Source: an optimization exercise on an open RTL-to-GDS flow (aim: small area). Production flows keep margins and buffers that such runs may drop.
Only simulation tests tie the RTL to the original design; equivalence was not proved.
Power and IR drop assume default switching activity.

### flow/design.v
module DigitalSystemDesigning(
	clk,
	rst,
	sw,
	state_in,
	row,
	col_r,
	col_g,
	seg_row,
	seg_col
);
	input clk,rst,sw;
	input[3:0] state_in;
	output[7:0] row;
	output[7:0] col_r;
	output[7:0] col_g;
	output[7:0] seg_row;
	output[7:0] seg_col;
	localparam GO = 3'd0, LEFT = 3'd1, RIGHT = 3'd2, STOP = 3'd3, OFF = 3'd4, BLANK = 3'd5;
	localparam P_GO = 2'd0, P_L = 2'd1, P_R = 2'd2, P_S = 2'd3;
	reg[4:0] a;
	reg p;
	reg[6:0] c;
	reg[2:0] c8d;
	reg[2:0] e2;
	reg[2:0] e1;
	wire a_0 = (a == 5'b00000);
	wire a_1 = (a == 5'b00001);
	wire a_13 = (a == 5'b10111);
	wire a_24 = (a == 5'b10000);
	wire c_0 = (c == 7'b0000000);
	wire c_62 = (c == 7'b0000010);
	always@(posedge clk)
		if(rst)
			a <= 0;
		else
			a <= {a[3:0], a[4] ^ a[1] ^ (!a[2] && !a[3])};
	always@(posedge clk)
		if(rst)
			c <= 0;
		else if(a_24 && p)
			c <= {c[5:0], c[6] ^ c[0] ^ (!c[0] && !c[1])};
	always@(posedge clk)
		if(rst)
			c8d <= 0;
		else if(a_1 && p && c_62)
			c8d <= c8d + 1'b1;
	always@(posedge clk)
		if(rst)
			e2 <= 0;
		else if(a_13)
			e2 <= e2 + 1'b1;
	always@(posedge clk)
		if(rst)
			e1 <= 0;
		else if(a_1 && p)
			e1 <= e1 + 1'b1;
	wire sec_base = c_0 && (c8d == 3'd4);
	wire tick_1Hz = sec_base && a_0 && p;
	wire tick_1Hz_d = sec_base && a_1 && !p;
	function [7:0] b_fwd(input [7:0] s);
		b_fwd = {s[6:0], s[7] ^ s[0] ^ (s[1] && s[3] && !s[6])};
	endfunction
	function [7:0] b_bwd(input [7:0] s);
		b_bwd = {s[0] ^ s[1] ^ (s[2] && s[4] && !s[7]), s[7:1]};
	endfunction
	reg[7:0] b1d;
	reg[7:0] b2d;
	reg flagd;
	reg on_d;
	wire b_wrap = (b1d == 8'h80);
	always@(posedge clk)
		if(rst)
			b1d <= 8'h80;
		else
			b1d <= b_fwd(b1d);
	always@(posedge clk)
		if(rst)
			begin
				b2d <= 8'h01;
				flagd <= 1'b1;
			end
		else if(b_wrap)
			begin
				if(!flagd)
					begin
						if(b2d == 8'h40)
							flagd <= 1'b1;
						else
							b2d <= b_fwd(b2d);
					end
				else
					begin
						if(b2d == 8'h01)
							flagd <= 1'b0;
						else
							b2d <= b_bwd(b2d);
					end
			end
	always@(posedge clk)
		if(b_wrap)
			on_d <= 1'b0;
		else if(b1d == b2d)
			on_d <= 1'b1;
	wire[3:0] ns = sw ? state_in : 4'b1111;
	reg[2:0] cur;
	reg[1:0] prev;
	reg pend;
	reg[3:0] c10l;
	reg[3:0] c10r;
	reg[2:0] c5s;
	always@(posedge clk)
		if(rst)
			c10l <= 0;
		else if(tick_1Hz)
			begin
				if(!pend)
					c10l <= 0;
				else if(prev == P_L)
					c10l <= (c10l == 4'd10) ? 4'd0 : c10l + 1'b1;
			end
	always@(posedge clk)
		if(rst)
			c10r <= 0;
		else if(tick_1Hz)
			begin
				if(!pend)
					c10r <= 0;
				else if(prev == P_R)
					c10r <= (c10r == 4'd10) ? 4'd0 : c10r + 1'b1;
			end
	always@(posedge clk)
		if(rst)
			c5s <= 0;
		else if(tick_1Hz)
			begin
				if(!pend)
					c5s <= 0;
				else if(prev == P_S)
					c5s <= {c5s[1:0], !c5s[2]};
			end
	reg keep;
	always@(*)
		case(prev)
			P_L: keep = pend && (c10l != 4'd10);
			P_R: keep = pend && (c10r != 4'd10);
			P_S: keep = pend && (c5s != 3'b100);
			default: keep = 1'b0;
		endcase
	reg[1:0] m;
	localparam M_GO = 2'd0, M_OFF = 2'd1, M_ACT = 2'd2;
	always@(posedge clk)
		if(rst)
			begin
				m <= M_GO;
				prev <= P_GO;
				pend <= 1'b0;
			end
		else
			case(ns)
				4'b0001:
					begin
						m <= M_ACT;
						prev <= P_L;
						pend <= 1'b1;
					end
				4'b0010:
					begin
						m <= M_ACT;
						prev <= P_R;
						pend <= 1'b1;
					end
				4'b0100:
					begin
						m <= M_ACT;
						prev <= P_S;
						pend <= 1'b1;
					end
				4'b1111:
					m <= M_OFF;
				4'b0000:
					begin
						m <= keep ? M_ACT : M_GO;
						pend <= keep;
					end
				default:
					;
			endcase
	always@(*)
		cur = (m == M_ACT) ? {1'b0, prev} : (m == M_OFF) ? OFF : GO;
	reg[2:0] cur_d;
	always@(posedge clk)
		if(rst)
			cur_d <= BLANK;
		else
			cur_d <= cur;
	always@(posedge clk)
		if(rst)
			p <= 1'b0;
		else if(a_0 && cur_d != BLANK)
			p <= !p;
	wire[2:0] idx = (cur_d == GO) ? e2 : e1;
	reg[2:0] rid;
	always@(posedge clk)
		rid <= idx;
	assign row = (cur_d == BLANK) ? 8'hFF : ~(8'd1 << idx);
	wire[1:0] rm = rid[1:0] ^ {2{rid[2]}};
	wire[1:0] gd = rid[1:0] - c8d[1:0];
	wire g0 = (gd == 2'd0);
	wire g1 = !gd[1];
	wire g2 = gd[0] ^ gd[1];
	wire g3 = gd[1];
	wire[7:0] pat_go = {g0, g1, g2, g3, g3, g2, g1, g0};
	wire tx = (rm == 2'd3);
	wire[7:0] tl = {1'b0, tx, tx, tx, rm != 2'd2, rm != 2'd0, rm[1], tx};
	wire[15:0] tl2 = {tl, tl} >> c8d;
	wire[7:0] arrow = tl2[7:0];
	wire[7:0] arrow_rev = {arrow[0], arrow[1], arrow[2], arrow[3], arrow[4], arrow[5], arrow[6], arrow[7]};
	wire[3:0] xr = 4'b0001 << rm;
	wire[7:0] pat_x = {xr[0], xr[1], xr[2], xr[3], xr[3], xr[2], xr[1], xr[0]};
	assign col_r = (cur_d == STOP) ? pat_x : 8'd0;
	assign col_g = (cur_d == GO) ? (on_d ? pat_go : 8'd0) :
		(cur_d == LEFT) ? arrow :
		(cur_d == RIGHT) ? arrow_rev : 8'd0;
	reg sr7, sr6;
	always@(posedge clk)
		if(rst || !sw)
			begin
				sr7 <= 1'b1;
				sr6 <= 1'b1;
			end
		else
			begin
				sr7 <= p;
				sr6 <= !p;
			end
	assign seg_row = {sr7, sr6, 6'b11_1111};
	wire swd = !(sr7 && sr6);
	reg[3:0] uni;
	reg[3:0] ten;
	always@(posedge clk)
		if(rst)
			begin
				uni <= 0;
				ten <= 0;
			end
		else if(tick_1Hz_d)
			begin
				if(!swd)
					begin
						uni <= 0;
						ten <= 0;
					end
				else if(uni == 4'd9)
					begin
						uni <= 0;
						ten <= (ten == 4'd9) ? 4'd0 : ten + 1'b1;
					end
				else
					uni <= uni + 1'b1;
			end
	wire[3:0] digit = sr6 ? ten : uni;
	reg[7:0] seg;
	always@(*)
		case(digit)
			4'd0: seg = sr6 ? 8'b0000_0000 : 8'b1111_1100;
			4'd1: seg = 8'b0110_0000;
			4'd2: seg = 8'b1101_1010;
			4'd3: seg = 8'b1111_0010;
			4'd4: seg = 8'b0110_0110;
			4'd5: seg = 8'b1011_0110;
			4'd6: seg = 8'b1011_1110;
			4'd7: seg = 8'b1110_0000;
			4'd8: seg = 8'b1111_1110;
			default: seg = 8'b1111_0110;
		endcase
	assign seg_col = swd ? seg : 8'd0;
endmodule
### flow/flow/run.sh
#!/bin/bash
# ORFS layout (standard.sh) with three changes:
# - synthesis maps logic with an area-oriented ABC script (flow/abc_area.script,
#   selected by ABC_AREA=1 from a private copy of the ORFS scripts folder) and
#   leaves adders to ABC instead of mapping them to half/full adder cells;
#   registers are untouched, so they keep the standard synthesis's names
# - ports are buffered with sky130_fd_sc_hd__buf_1
# - the clock tree uses sky130_fd_sc_hd__clkbuf_8 cells without dummy loads
set -euo pipefail
W=$(pwd)
rm -rf "$W/scripts"
cp -r "$FLOW_HOME/scripts" "$W/scripts"
cp "$W/flow/abc_area.script" "$W/scripts/abc_area.script"
export SCRIPTS_DIR="$W/scripts"
export ABC_AREA=1
export ADDER_MAP_FILE=
export BUFFER_PORTS_ARGS="-buffer_cell sky130_fd_sc_hd__buf_1"
export CTS_ARGS="-sink_clustering_enable -repair_clock_nets -buf_list sky130_fd_sc_hd__clkbuf_8 -dont_use_dummy_load"
bash standard.sh > standard.log 2>&1
### flow/flow/abc_area.script
strash
balance
rewrite
refactor
balance
rewrite
rewrite -z
balance
refactor -z
rewrite -z
balance
balance
rewrite
refactor
balance
rewrite
rewrite -z
balance
refactor -z
rewrite -z
balance
dch -f
amap
### flow/standard.sh
#!/bin/bash
# synth_recipe.tcl (not shown) runs the flow's synth.tcl, then flattens the netlist and writes it again
# the make line also repeats each setting of config.mk as NAME=value (left out here)
make -C /OpenROAD-flow-scripts/flow DESIGN_CONFIG=/design/flow/config.mk WORK_HOME=/design/flow/orfs CLKGATE_MAP_FILE= SYNTH_SCRIPT=/design/flow/synth_recipe.tcl "${@:-finish}"
### flow/config.mk
export PLATFORM = sky130hd
export DESIGN_NAME = DigitalSystemDesigning
export DESIGN_NICKNAME = DigitalSystemDesigning
export VERILOG_FILES = /design/flow/design.v
export SDC_FILE = /design/flow/constraint.sdc
export NUM_CORES = 4
export LEC_CHECK = 0
export CAP_MARGIN = 20
export CORE_MARGIN = 2
export CORE_UTILIZATION = 40
export PLACE_DENSITY = 0.6
export SLEW_MARGIN = 20
### flow/constraint.sdc
create_clock -name core_clock -period 5.0 [get_ports {clk}]
set_input_delay 1.0000 -clock core_clock [delete_from_list [all_inputs] [get_ports {clk}]]
set_output_delay 1.0000 -clock core_clock [all_outputs]
set_load 0.01 [all_outputs]
==> results.toml, run 1 <==
[run_status]
status = "timing/DRC/antenna clean"

[timing]
period_share_pct = 72.18
slew_headroom_pct = 48.35
slew_violations = 0
setup_viol = 0
tightest_slew_ns = 0.7714
fin_setup_tns_ns = 0
rsz0062_at_grt = "false"
fin_skew_ns = 0.01149
hold_viol = 0
fmax_mhz = 277.1
final.min_clock_period_ns = 3.609
timing.final.ws_setup_ns = 1.391

[floorplanning]
die_h_um = 98.70
boundaryPins = 47
die_w_um = 98.70
die_area_um2 = 9742
start_util_pct = 41.13
core-area_um2 = 8721
core.rowCount = 34

[clocking]
tritoncts = "yes"
cts-root-buf = "clkbuf_8"
post-cts-setup-buffers = 0
post_cts_resized = 0
htreeDepth = 3
clock_latency_ns = 0.33
holdBufCountCts = 0
cts_made_buffers = 9
clock-sinks = 72
clk_pin_slew_ns = 0.06
clockBufferDepth = 2

[min_path]
hold_end = "a[3]"
worstHoldPathCells = 2
hold_start = "a[2]"
hold_class = "flop to flop"

[critical_path]
cp-start-kind = "flop"
path_class = "flop to primary output"
r2r_slack_ns = 1.85
reg2reg_from = "c8d[2]"
end_kind = "primary output"
r2r-end = "ten[3]"
required_ns = 4.00
worst_r2r_path_depth = 9
cp_max_fo = 7
crit_arrival_ns = 2.61

[flow_run]
cap_violations = 0

[power]
power.leakage_nw = 1.314
vdd_ir_drop_max_v = 0.00009978
power_density_nw_per_um2 = 291.3

[global_route]
antenna_found_initial = 0
grt_first_pass_wirelength_mm = 14.06
grt_pass1_vias = 3136
grt_max_degree = 49
overflow = 0
grt.total_usage_pct = 17.20

[detailed_routing]
wire_per_inst_um = 12.64
vias = 3452
drtPass1Iterations = 4
ant_nets = 0
drtIter0Drc = 113
drc = 0
routed_wl_mm = 7.975
vias_per_cell = 5.471

[yosys]
synthesis.area_um2 = 3587
ys_warn_count = 1
syn_inst = 482
ys_seq_elements = 72
yosysUniqueCellTypes = 39
synthesis.area_per_instance_um2 = 7.442
synth-seq-area-share_pct = 40.18

[finish]
fin_nets = 532
area_growth_pct = 9.348
stdcell_area_um2 = 3923
final_layout_size_suffix_gt1_share_pct = 2.103
antenna_cells = 0
final_util_pct = 44.98
fillers = 893

[place]
port_buffers = 39
placedInstanceArea_um2 = 3799
dp_hpwl_mm = 6.053
gp_congestion = 0.9142
place_ws_ns = 1.749
==> cells by family (layout without fill, tap and decap cells) <==
family	after synthesis	in the layout	share of synthesized area (%)
flip-flops	72	72	40.18
AND/OR/NAND/NOR	205	205	26.54
AO/OA/AOI/OAI	122	122	23.23
buffers and inverters	81	117	9.836
other	2	7	0.2094
==> cell type report <==
class | instances | area, µm² | share of cell area, %
well taps | 108 | 135.1 | 3.445
clock buffers | 9 | 123.9 | 3.158
multi-input cells | 334 | 1812 | 46.19
repair buffers | 40 | 155.1 | 3.955
flip-flops and latches | 72 | 1441 | 36.75
inverters | 68 | 255.2 | 6.507
==> state kept, by name, indices dropped and copies added (netlist names), 2 cells and up <==
signal	flops
ten	4
a	5
c5s	3
m	2
uni	4
e1	3
b2d	8
b1d	8
e2	3
c10r	4
c	7
rid	3
prev	2
c10l	4
c8d	3
cur_d	3
==> per-layer routing <==
metal / vias to the layer above / part of all wire [%] / global-route usage (%)
li1: 1803 / - / -
met1: 1553 / 50 / 24.05
met2: 84 / 44 / 26.43
met3: 12 / 4.3 / 2.979
met4: 0 / 1.7 / 6.955
met5: - / 0 / 0
==> stage by stage <==
step | cells | power [mW] | hold slack, ns
global placement | 622 | 0.8126 | 0.4415
global route | 631 | 1.209 | 0.4741
finish | 631 | 1.143 | 0.4544
detailed placement | 622 | 0.8138 | 0.4495
CTS | 631 | 1.158 | 0.4472
floorplan | 487 | 0.7676 | 0.4258
==> worst max-delay path: stages (launching register included) <==
cell      delay, ns
dfxtp_1        0.35
clkinv_1       0.10
o22ai_1        0.36
clkinv_1       0.21
nor2_1         0.36
clkinv_1       0.19
a21oi_1        0.21
o21ai_0        0.13
o221ai_1       0.21
buf_1          0.17
==> report_power, final <==
part	leakage (nW)	internal, mW	switching, mW
Combinational	0.664	0.0622	0.118
Sequential	0.585	0.597	0.0271
Clock	0.0647	0.160	0.177
==> placed cells by master (no fill, tap or decap), drive strengths merged, types with 14 or more instances in the layout <==
master	netlist	routed
nor3	28	28
o22ai	25	25
clkinv	68	68
a21oi	22	22
dfxtp	72	72
buf	13	39
or3	15	15
nor2	96	96
o21ai	15	15
nand2	22	22
a22oi	14	14
==> cells in the mapped netlist <==
master | number | area share [%]
o22ai_1 | 25 | 4.4
buf_4 | 13 | 2.7
o211ai_1 | 1 | 0.21
or4_1 | 2 | 0.42
o311ai_0 | 1 | 0.24
nor4_1 | 7 | 1.2
nor4b_1 | 4 | 0.98
a32oi_1 | 4 | 0.98
nor3_1 | 28 | 3.9
nor2_1 | 96 | 10
o32ai_1 | 1 | 0.24
o31ai_1 | 1 | 0.21
nor2b_1 | 2 | 0.35
a31oi_1 | 2 | 0.35
o211a_1 | 1 | 0.28
o2111a_1 | 1 | 0.31
a311oi_1 | 1 | 0.24
o22a_1 | 4 | 0.98
a211oi_1 | 9 | 1.9
a2111oi_0 | 2 | 0.49
and2_0 | 4 | 0.70
o21ai_0 | 15 | 2.1
dfxtp_1 | 72 | 40
o221a_1 | 1 | 0.31
a221oi_1 | 2 | 0.49
or3_1 | 15 | 2.6
o21bai_1 | 3 | 0.63
nand2_1 | 22 | 2.3
o221ai_1 | 10 | 2.4
conb_1 | 2 | 0.21
a22oi_1 | 14 | 2.9
nand3_1 | 10 | 1.4
clkinv_1 | 68 | 7.1
nand4_1 | 4 | 0.70
nand2b_1 | 1 | 0.17
or2_0 | 5 | 0.87
a41oi_1 | 2 | 0.49
and3_1 | 5 | 0.87
a21oi_1 | 22 | 3.1
==> worst max-delay path by stage <==
| stage | slack (ns) | end | cells past startpoint | start |
|---|---|---|---|---|
| after floorplan | 2.12 | col_g[4] | 8 | rid[2] |
| after global placement | 1.85 | col_g[4] | 9 | rid[0] |
| after detailed placement | 1.75 | col_g[4] | 9 | rid[2] |
| after CTS | 1.40 | col_g[4] | 9 | rid[2] |
| after global routing | 1.05 | col_g[4] | 9 | rid[2] |
| final | 1.39 | col_g[4] | 9 | rid[2] |
==> run 2, diff against run 1 <==
--- a/flow/flow/run.sh
+++ b/flow/flow/run.sh
@@ -16,4 +16,4 @@
 export ADDER_MAP_FILE=
 export BUFFER_PORTS_ARGS="-buffer_cell sky130_fd_sc_hd__buf_1"
-export CTS_ARGS="-sink_clustering_enable -repair_clock_nets -buf_list sky130_fd_sc_hd__clkbuf_8 -dont_use_dummy_load"
+export CTS_ARGS="-sink_clustering_enable -repair_clock_nets -buf_list sky130_fd_sc_hd__clkbuf_16 -sink_clustering_size 100 -sink_clustering_max_diameter 500 -dont_use_dummy_load"
 bash standard.sh > standard.log 2>&1
==> run 2 against run 1 <==
Setup slack improved by 0.019 ns. First-iteration DRC count up 51%. Cell area grew 2.6%. Via count grew 0.58%. Critical path depth unchanged. Sequential share of layout area shrank 0.93 points. Clock-buffer cell count unchanged. Synthesized cell count unchanged. Power increased by 15%. Clock power up 51%. Largest power group unchanged.
==> results.toml, run 2 <==
[timing]
fin_skew_ns = 0.009597
tightest_slew_ns = 0.7553
hold_viol = 0
rsz0062_at_grt = "false"
setup_viol = 0
final.min_clock_period_ns = 3.591
fmax_mhz = 278.5
slew_headroom_pct = 49.42
timing.hold.ws_ns = 0.4522
fin_setup_tns_ns = 0
slew_violations = 0
timing.final.ws_setup_ns = 1.409
period_share_pct = 71.81

[place]
place_ws_ns = 1.749
gp_congestion = 0.9142
placedInstanceArea_um2 = 3799
port_buffers = 39
placed_cells = 622
dp_hpwl_mm = 6.053

[global_route]
grt_pass1_vias = 3143
use_met1_pct = 23.98
grt_max_degree = 49
overflow = 0
gr-usage-met2_pct = 26.06
globalRoute.busiestLayer = "met2"
antenna_found_initial = 0
grt.total_usage_pct = 17.26
grt_first_pass_wirelength_mm = 14.03
met3_usage_pct = 3.191

[power]
power_density_nw_per_um2 = 327.1
combPwrFrac_pct = 13.6
p_sw_share_pct = 25.91
switchingPower_uw = 341.1
p_total_mw = 1.316
vdd_ir_drop_max_v = 0.0001666
p_int_uw = 975.2
p_clk_share_pct = 38.9
power.leakage_nw = 1.360
sequentialPowerShare_pct = 47.5

[finish]
fin_cells = 631
area_growth_pct = 12.17
antenna_cells = 0
final_common_cell = "nor2_1"
final_cell_mix = "nor2_1 (96), dfxtp_1 (72), clkinv_1 (68)"
final_util_pct = 46.14
top_regs = "b1d x8, b2d x8, c x7"
stdcell_area_um2 = 4024
fin_nets = 532
final_layout_size_suffix_gt1_share_pct = 2.103

[clocking]
post_cts_resized = 0
cts-root-buf = "clkbuf_16"
htreeDepth = 3
cts_made_buffers = 9
clock_latency_ns = 0.32
tritoncts = "yes"
clock-sinks = 72
post-cts-setup-buffers = 0
clockBufferDepth = 2
holdBufCountCts = 0
clk_pin_slew_ns = 0.05

[critical_path]
path_class = "flop to primary output"
slowest_delay_ns = 0.36
crit_start = "rid[2]"
critPathBufInv = 4
cp_slowest_cell = "o22ai_1"
crit_top_cell = "clkinv_1"
crit_arrival_ns = 2.59
end_kind = "primary output"
cp-start-kind = "flop"
cp_max_fo = 7
crit_chain = "clkinv_1 -> o22ai_1 -> clkinv_1 -> nor2_1 -> clkinv_1 -> a21oi_1 -> o21ai_0 -> o221ai_1 -> buf_1"
required_ns = 4.00
reg2reg_from = "c8d[2]"
path_delay_family = "compound AO/OA/AOI/OAI gates"

[min_path]
hold_start = "a[2]"
hold_class = "flop to flop"

[yosys]
synthesis.area_per_instance_um2 = 7.442
yosysMostFrequentCell = "nor2_1"
async_reset_ff_share_pct = 0
synth_flop_cell = "dfxtp_1"
synth_top_cell_by_area = "dfxtp_1"
synth_common_cells = "nor2_1 (96), dfxtp_1 (72), clkinv_1 (68)"
yosys-top-cells-area = "dfxtp_1 (40%), nor2_1 (10%), clkinv_1 (7.1%)"
syn_inst = 482
ys_seq_elements = 72
yosysUniqueCellTypes = 39
synthesis.area_um2 = 3587
ys_warn_count = 1
synth-edff-count = 0
synth-seq-area-share_pct = 40.18
synth_top_area_share_pct = 40.18

[floorplanning]
die_w_um = 98.70
die_area_um2 = 9742
core.rowCount = 34
boundaryPins = 47
core-area_um2 = 8721
die_h_um = 98.70
start_util_pct = 41.13

[detailed_routing]
routed_wl_mm = 7.984
drtIter0Drc = 171
drtPass1Iterations = 4
wire_per_inst_um = 12.65
drc = 0
vias_per_cell = 5.502
ant_nets = 0
vias = 3472

[run_status]
status = "timing/DRC/antenna clean"

[flow_run]
cap_violations = 0
[run 2: per-layer routing]
| layer | up-vias | wire, µm | part of all wire [%] |
|---|---|---|---|
| met2 | 88 | 3468 | 43 |
| met4 | 0 | 125 | 1.6 |
| met5 | - | 0 | 0 |
| li1 | 1810 | - | - |
| met1 | 1564 | 3996 | 50 |
| met3 | 10 | 394 | 4.9 |
[run 2: power by group through the flow]
| stage | registers (mW) | logic (mW) | clock network [mW] |
|---|---|---|---|
| 4_1_cts | 0.625 | 0.178 | 0.532 |
| 3_5_place_dp | 0.636 | 0.178 | 0 |
| 5_1_grt | 0.629 | 0.204 | 0.554 |
| 3_3_place_gp | 0.637 | 0.175 | 0 |
| 6_report | 0.625 | 0.179 | 0.512 |
| 2_1_floorplan | 0.628 | 0.139 | 0 |
[run 2: cell type report]
type,count,area (µm²)
clock buffer,9,225.2
fill,866,4697
inverter,68,255.2
multi-input combinational,334,1812
sequential,72,1441
tap,108,135.1
timing repair buffer,40,155.1
[run 2: kinds of logic after synthesis]
kind of cell	share of synthesized area, %
AND/OR/NAND/NOR	26.54
AO/OA/AOI/OAI	23.23
buffers and inverters	9.836
flip-flops	40.18
other	0.2094
[run 2: final timing paths]
| kind | endpoint | slack, ns | cells after the start |
|---|---|---|---|
| setup / recovery | col_g[4] | 1.41 | 9 |
| hold / removal | a[3] | 0.45 | 2 |
| setup reg to reg | ten[3] | 1.82 | 9 |
| hold reg to reg | a[3] | 0.45 | 2 |
[run 2: worst min-delay path, cell delays in order, from the launching register on]
cell,delay [ns]
dfxtp_1,0.32
clkinv_1,0.06
nor2_1,0.04
==> run 3, diff against run 2 <==
--- a/flow/flow/run.sh
+++ b/flow/flow/run.sh
@@ -16,4 +16,4 @@
 export ADDER_MAP_FILE=
 export BUFFER_PORTS_ARGS="-buffer_cell sky130_fd_sc_hd__buf_1"
-export CTS_ARGS="-sink_clustering_enable -repair_clock_nets -buf_list sky130_fd_sc_hd__clkbuf_16 -sink_clustering_size 100 -sink_clustering_max_diameter 500 -dont_use_dummy_load"
+export CTS_ARGS="-sink_clustering_enable -repair_clock_nets -buf_list sky130_fd_sc_hd__clkbuf_16 -sink_clustering_size 100 -sink_clustering_max_diameter 500 -sink_buffer_max_cap_derate 1.0 -dont_use_dummy_load"
 bash standard.sh > standard.log 2>&1
==> run 3 against run 2 <==
Clock skew unchanged. Register-to-register slack about the same. Die area unchanged. Cell count unchanged. Via count unchanged. Synthesized cell count unchanged. Sequential share of layout area unchanged. Power unchanged. First-iteration DRC count unchanged. Routed wire length unchanged. Highest routed layer unchanged.
==> results.toml, run 3 <==
[clocking]
cts-root-buf = "clkbuf_16"
post_cts_resized = 0
cts_made_buffers = 9
clk_pin_slew_ns = 0.05
holdBufCountCts = 0
clockBufferDepth = 2
post-cts-setup-buffers = 0
tritoncts = "yes"
clock_latency_ns = 0.32
htreeDepth = 3
clock-sinks = 72

[detailed_routing]
wire_per_inst_um = 12.65
vias = 3472
vias_per_cell = 5.502
drc = 0
drtIter0Drc = 171
routed_wl_mm = 7.984
ant_nets = 0
drtPass1Iterations = 4

[place]
dp_hpwl_mm = 6.053
port_buffers = 39
placed_cells = 622
gp_congestion = 0.9142
placedInstanceArea_um2 = 3799

[yosys]
ys_warn_count = 1
synth_top_cell_by_area = "dfxtp_1"
ys_seq_elements = 72
syn_inst = 482
synth_flop_cell = "dfxtp_1"
synth_top_area_share_pct = 40.18
yosysMostFrequentCell = "nor2_1"
synthesis.area_um2 = 3587
yosysUniqueCellTypes = 39
synth_common_cells = "nor2_1 (96), dfxtp_1 (72), clkinv_1 (68)"
synth-edff-count = 0
yosys-top-cells-area = "dfxtp_1 (40%), nor2_1 (10%), clkinv_1 (7.1%)"
synth-seq-area-share_pct = 40.18
async_reset_ff_share_pct = 0
synthesis.area_per_instance_um2 = 7.442

[power]
p_int_uw = 975.2
sequentialPowerShare_pct = 47.5
combPwrFrac_pct = 13.6
switchingPower_uw = 341.1
p_clk_share_pct = 38.9
power_density_nw_per_um2 = 327.1
p_total_mw = 1.316
p_sw_share_pct = 25.91
power.leakage_nw = 1.360
vdd_ir_drop_max_v = 0.0001666

[timing]
tightest_slew_ns = 0.7553
timing.hold.ws_ns = 0.4522
fin_skew_ns = 0.009597
slew_violations = 0
fin_setup_tns_ns = 0
fmax_mhz = 278.5
setup_viol = 0
slew_headroom_pct = 49.42
hold_viol = 0
period_share_pct = 71.81
rsz0062_at_grt = "false"
final.min_clock_period_ns = 3.591

[floorplanning]
core.rowCount = 34
die_area_um2 = 9742
core-area_um2 = 8721
boundaryPins = 47
start_util_pct = 41.13
die_h_um = 98.70
die_w_um = 98.70

[finish]
fillers = 866
area_growth_pct = 12.17
top_regs = "b1d x8, b2d x8, c x7"
antenna_cells = 0
fin_cells = 631
fin_nets = 532
stdcell_area_um2 = 4024
final_cell_mix = "nor2_1 (96), dfxtp_1 (72), clkinv_1 (68)"
final_common_cell = "nor2_1"
final_layout_size_suffix_gt1_share_pct = 2.103

[critical_path]
path_class = "flop to primary output"
end_kind = "primary output"
crit_start = "rid[2]"
reg2reg_from = "c8d[2]"
crit_arrival_ns = 2.59
cp_max_fo = 7
required_ns = 4.00
cp-start-kind = "flop"

[global_route]
grt_pass1_vias = 3143
overflow = 0
grt_first_pass_wirelength_mm = 14.03
grt_max_degree = 49
antenna_found_initial = 0
grt.total_usage_pct = 17.26

[run_status]
status = "timing/DRC/antenna clean"

[flow_run]
cap_violations = 0

[min_path]
hold_start = "a[2]"
hold_class = "flop to flop"
==> run 3: cell counts in the layout (fill, tap and decap cells not counted) <==
Identical to the previous run, type by type.
==> run 3: power by group through the flow <==
stage | clock network, mW | registers [mW] | logic (mW)
3_5_place_dp | 0 | 0.636 | 0.178
3_3_place_gp | 0 | 0.637 | 0.175
4_1_cts | 0.532 | 0.625 | 0.178
6_report | 0.512 | 0.625 | 0.179
2_1_floorplan | 0 | 0.628 | 0.139
5_1_grt | 0.554 | 0.629 | 0.204
==> run 3: cell families (layout without fill, tap and decap cells) <==
family          after synthesis  after routing  synth area share, %
compound gates              122            122                23.23
other cells                   2              7               0.2094
flops                        72             72                40.18
simple gates                205            205                26.54
buf+inv                      81            117                9.836
==> run 3: worst max-delay path: stages, from the launching register on <==
cell      delay, ns
dfxtp_1        0.35
clkinv_1       0.10
o22ai_1        0.36
clkinv_1       0.21
nor2_1         0.35
clkinv_1       0.18
a21oi_1        0.22
o21ai_0        0.13
o221ai_1       0.21
buf_1          0.17
==> run 3: per-stage QoR <==
step	utilization, %	setup WS [ns]
after CTS	46.14	1.413
after global routing	46.14	1.064
after floorplan	-	2.115
after detailed placement	43.56	1.749
after global placement	43.56	1.847
final	46.14	1.409
==> run 3: cell type report <==
type                    instances  area [µm²]  share of cell area [%]
repair buffers                 40       155.1                   3.856
inverters                      68       255.2                   6.343
flip-flops and latches         72        1441                   35.82
well taps                     108       135.1                   3.358
clock buffers                   9       225.2                   5.597
multi-input cells             334        1812                   45.02
==> run 3: worst paths after layout <==
path | end | slack, ns | depth (start not counted)
worst min-delay path | a[3] | 0.45 | 2
worst min register to register | a[3] | 0.45 | 2
worst max-delay path | col_g[4] | 1.41 | 9
worst max register to register | ten[3] | 1.82 | 9
==> run 3: routing by layer <==
layer  wire length (µm)  share of wire, %  vias to the layer above  track usage [%]
met5                  0                 0                        -                0
met4                125               1.6                        0            7.903
met3                394               4.9                       10            3.191
met2               3468                43                       88            26.06
met1               3996                50                     1564            23.98
li1                   -                 -                     1810                -
==> run 4, diff against run 3 <==
--- a/flow/design.v
+++ b/flow/design.v
@@ -59,48 +59,51 @@
 	wire tick_1Hz = sec_base && a_0 && p;
 	wire tick_1Hz_d = sec_base && a_1 && !p;
-	function [7:0] b_fwd(input [7:0] s);
-		b_fwd = {s[6:0], s[7] ^ s[0] ^ (s[1] && s[3] && !s[6])};
+	function [7:0] b_step(input [7:0] s);
+		b_step = {s[6:0], s[7] ^ s[0] ^ (s[1] && s[3] && !s[6])};
 	endfunction
-	function [7:0] b_bwd(input [7:0] s);
-		b_bwd = {s[0] ^ s[1] ^ (s[2] && s[4] && !s[7]), s[7:1]};
-	endfunction
-	reg[7:0] b1d;
-	reg[7:0] b2d;
-	reg flagd;
+	reg[7:0] b1;
+	reg[7:0] y;
+	reg flag;
+	wire b1_0 = (b1 == 8'h01);
+	wire b1_240 = (b1 == 8'h80);
+	wire y_0 = (y == 8'h01);
+	wire y_239 = (y == 8'h40);
+	always@(posedge clk)
+		if(rst)
+			b1 <= 8'h01;
+		else
+			b1 <= b_step(b1);
+	always@(posedge clk)
+		if(rst)
+			begin
+				y <= 8'h80;
+				flag <= 1'b0;
+			end
+		else if(b1_240)
+			begin
+				if(!flag)
+					begin
+						if(y_0)
+							begin
+								flag <= 1'b1;
+								y <= b_step(y);
+							end
+					end
+				else
+					begin
+						if(y_239)
+							begin
+								flag <= 1'b0;
+								y <= b_step(y);
+							end
+						else
+							y <= b_step(b_step(y));
+					end
+			end
+		else
+			y <= b_step(y);
 	reg on_d;
-	wire b_wrap = (b1d == 8'h80);
-	always@(posedge clk)
-		if(rst)
-			b1d <= 8'h80;
-		else
-			b1d <= b_fwd(b1d);
-	always@(posedge clk)
-		if(rst)
-			begin
-				b2d <= 8'h01;
-				flagd <= 1'b1;
-			end
-		else if(b_wrap)
-			begin
-				if(!flagd)
-					begin
-						if(b2d == 8'h40)
-							flagd <= 1'b1;
-						else
-							b2d <= b_fwd(b2d);
-					end
-				else
-					begin
-						if(b2d == 8'h01)
-							flagd <= 1'b0;
-						else
-							b2d <= b_bwd(b2d);
-					end
-			end
-	always@(posedge clk)
-		if(b_wrap)
-			on_d <= 1'b0;
-		else if(b1d == b2d)
-			on_d <= 1'b1;
+	always@(posedge clk)
+		on_d <= y_0 || (on_d && !b1_0);
 	wire[3:0] ns = sw ? state_in : 4'b1111;
 	reg[2:0] cur;
--- a/flow/flow/run.sh
+++ b/flow/flow/run.sh
@@ -6,5 +6,5 @@
 #   registers are untouched, so they keep the standard synthesis's names
 # - ports are buffered with sky130_fd_sc_hd__buf_1
-# - the clock tree uses sky130_fd_sc_hd__clkbuf_8 cells without dummy loads
+# - the clock tree uses sky130_fd_sc_hd__clkbuf_4 cells without dummy loads
 set -euo pipefail
 W=$(pwd)
@@ -16,4 +16,4 @@
 export ADDER_MAP_FILE=
 export BUFFER_PORTS_ARGS="-buffer_cell sky130_fd_sc_hd__buf_1"
-export CTS_ARGS="-sink_clustering_enable -repair_clock_nets -buf_list sky130_fd_sc_hd__clkbuf_16 -sink_clustering_size 100 -sink_clustering_max_diameter 500 -sink_buffer_max_cap_derate 1.0 -dont_use_dummy_load"
+export CTS_ARGS="-sink_clustering_enable -repair_clock_nets -buf_list sky130_fd_sc_hd__clkbuf_4 -dont_use_dummy_load"
 bash standard.sh > standard.log 2>&1
--- a/flow/config.mk
+++ b/flow/config.mk
@@ -8,5 +8,5 @@
 export CAP_MARGIN = 20
 export CORE_MARGIN = 2
-export CORE_UTILIZATION = 40
-export PLACE_DENSITY = 0.6
+export CORE_UTILIZATION = 70
+export PLACE_DENSITY = 0.75
 export SLEW_MARGIN = 20
==> run 4 against run 3 <==
Sequential power down 3.7%. Highest routed layer unchanged. Routed wire length shrank 9.1%. Critical path type unchanged. First-iteration DRC count increased by 20%. Setup slack got worse by 0.15 ns. Sequential share of layout area is 2.2 points higher. Die area decreased by 42%. Largest cell class unchanged. Register-to-register slack improved by 0.25 ns.
==> results.toml, run 4 <==
[run_status]
status = "timing/DRC/antenna clean"

[yosys]
yosys-top-cells-area = "dfxtp_1 (40%), nor2_1 (9.4%), clkinv_1 (7.3%)"
synth_flop_cell = "dfxtp_1"
synth_top_cell_by_area = "dfxtp_1"
yosysMostFrequentCell = "nor2_1"
synthesis.area_per_instance_um2 = 7.370
syn_inst = 483
synth-edff-count = 0
yosysUniqueCellTypes = 39
ys_warn_count = 1
ys_seq_elements = 72
synth_common_cells = "nor2_1 (89), dfxtp_1 (72), clkinv_1 (69)"
synth-seq-area-share_pct = 40.49
synth_top_area_share_pct = 40.49
synthesis.area_um2 = 3560
async_reset_ff_share_pct = 0

[min_path]
hold_class = "flop to flop"

[clocking]
clock-sinks = 72
cts-root-buf = "clkbuf_4"
clock_latency_ns = 0.41
post-cts-setup-buffers = 0
clk_pin_slew_ns = 0.10
cts_made_buffers = 9
tritoncts = "yes"
holdBufCountCts = 0
post_cts_resized = 0
clockBufferDepth = 2
htreeDepth = 3

[floorplanning]
die_h_um = 75.31
core.rowCount = 25
core-area_um2 = 4817
boundaryPins = 47
die_area_um2 = 5672
start_util_pct = 73.90
die_w_um = 75.31

[timing]
final.min_clock_period_ns = 3.737
fin_setup_tns_ns = 0
period_share_pct = 74.74
slew_violations = 0
hold_viol = 0
rsz0062_at_grt = "false"
fmax_mhz = 267.6
setup_viol = 0
fin_skew_ns = 0.03412

[finish]
final_cell_mix = "nor2_1 (89), dfxtp_1 (72), clkinv_1 (69)"
area_growth_pct = 6.397
fin_nets = 533
final_layout_size_suffix_gt1_share_pct = 2.099
final_common_cell = "nor2_1"
antenna_cells = 0
final_util_pct = 78.62
top_regs = "b1 x8, y x8, c x7"

[global_route]
overflow = 0
gr-usage-met2_pct = 47.34
met3_usage_pct = 7.937
use_met1_pct = 34.34
antenna_found_initial = 0
grt_max_degree = 49
grt.total_usage_pct = 27.72
globalRoute.busiestLayer = "met2"
grt_pass1_vias = 2942
grt_first_pass_wirelength_mm = 12.17

[power]
power_density_nw_per_um2 = 258.3
vdd_ir_drop_max_v = 0.0002520
power.leakage_nw = 1.283

[critical_path]
path_class = "flop to primary output"
r2r-end = "ten[3]"
reg2reg_from = "c8d[2]"
worst_r2r_path_depth = 8
cp-start-kind = "flop"
r2r_slack_ns = 2.07
crit_arrival_ns = 2.74
end_kind = "primary output"
crit_end = "col_g[4]"
required_ns = 4.00
crit_start = "rid[2]"
cp_max_fo = 7

[detailed_routing]
drc = 0
ant_nets = 0
vias_per_cell = 5.841
drtIter0Drc = 206
routed_wl_mm = 7.258
vias = 3452
drtPass1Iterations = 5
wire_per_inst_um = 12.28

[place]
port_buffers = 39
gp_congestion = 0.9028
dp_hpwl_mm = 5.600

[flow_run]
cap_violations = 0
## run 4: cell count changes after synthesis, sizes merged, moves of 5 or more
cell	delta
nand2	+7
o21ai	+9
a22oi	-5
nor3	+9
nor2	-7
a21oi	-5
o22ai	-11
## run 4: logic make-up (layout without fill, tap and decap cells)
group / after synthesis / count (layout) / share of synthesized area (%)
AND/OR/NAND/NOR: 214 / 214 / 27.87
AO/OA/AOI/OAI: 113 / 113 / 21.41
buffers and inverters: 82 / 118 / 10.02
flip-flops: 72 / 72 / 40.49
other: 2 / 7 / 0.2110
## run 4: stage by stage
step	setup WS (ns)	instance area (µm²)	std cells	hold slack [ns]	power, mW
after detailed placement	1.733	3720	582	0.4466	0.7410
after global routing	0.9738	3787	591	0.4651	1.029
after CTS	1.303	3787	591	0.4465	0.9854
after global placement	1.912	3720	582	0.4347	0.7348
final	1.263	3787	591	0.4511	0.9781
after floorplan	2.116	3578	488	0.4153	0.7098
## run 4: worst min-delay path by stage
stage               startpoint  endpoint  slack [ns]  cells after the start
global placement         b1[3]     b1[4]        0.43                      2
global route             b1[5]     b1[6]        0.47                      1
CTS                       a[3]      a[4]        0.45                      2
detailed placement       b1[3]     b1[4]        0.45                      2
finish                   b1[5]     b1[6]        0.45                      1
floorplan                b1[1]     b1[2]        0.42                      2
## run 4: critical path, stage by stage, from the launching register on
cell and delay, ns:
dfxtp_1 0.36, clkinv_1 0.09, o22ai_1 0.36, clkinv_1 0.21, nor2_1 0.37, clkinv_1 0.19, a21oi_1 0.25, o21ai_0 0.15
o221ai_1 0.20, buf_1 0.17
## run 4: final cells by class
class,count,area (µm²)
clock buffer,9,67.56
fill,388,1030
sequential,72,1441
inverter,69,259.0
tap,67,83.83
multi-input combinational,334,1780
timing repair buffer,40,155.1
## run 4: report_power, final
part           leakage [nW]  switching [mW]  internal (mW)
sequential            0.585          0.0130          0.589
clock                0.0414           0.165         0.0836
combinational         0.656          0.0852         0.0423
## run 4: layer usage
layer | vias to the layer above | routed length (µm)
met4 | 0 | 76
met2 | 101 | 3546
met3 | 12 | 341
met1 | 1549 | 3293
li1 | 1790 | -
met5 | - | 0

[separate check: timing with driven ports]
Ports are ideal in the flow. The routed layouts listed here were re-timed in OpenROAD.
Step 1 assumes that a clkbuf_16 drives the clock port and a buf_2 every other input.
Step 2 times the ports against the registers' clock, not the clock port: input delays grow and output delays shrink by t, the midpoint of the rising clock arrivals with the driver on.
Slacks: no drivers / after step 1 / after step 2; pairs: no drivers / after step 1.
run	t, ns	setup WS [ns]	slew at the worst register clock pin (ns)
run 1	0.360	1.391 / 1.359 / 1.719	0.07 / 0.07
run 2	0.351	1.409 / 1.372 / 1.723	0.05 / 0.05
run 3	0.351	1.409 / 1.372 / 1.723	0.05 / 0.05
run 4	0.421	1.263 / 1.239 / 1.660	0.11 / 0.11
After both steps every run listed still meets setup and hold.
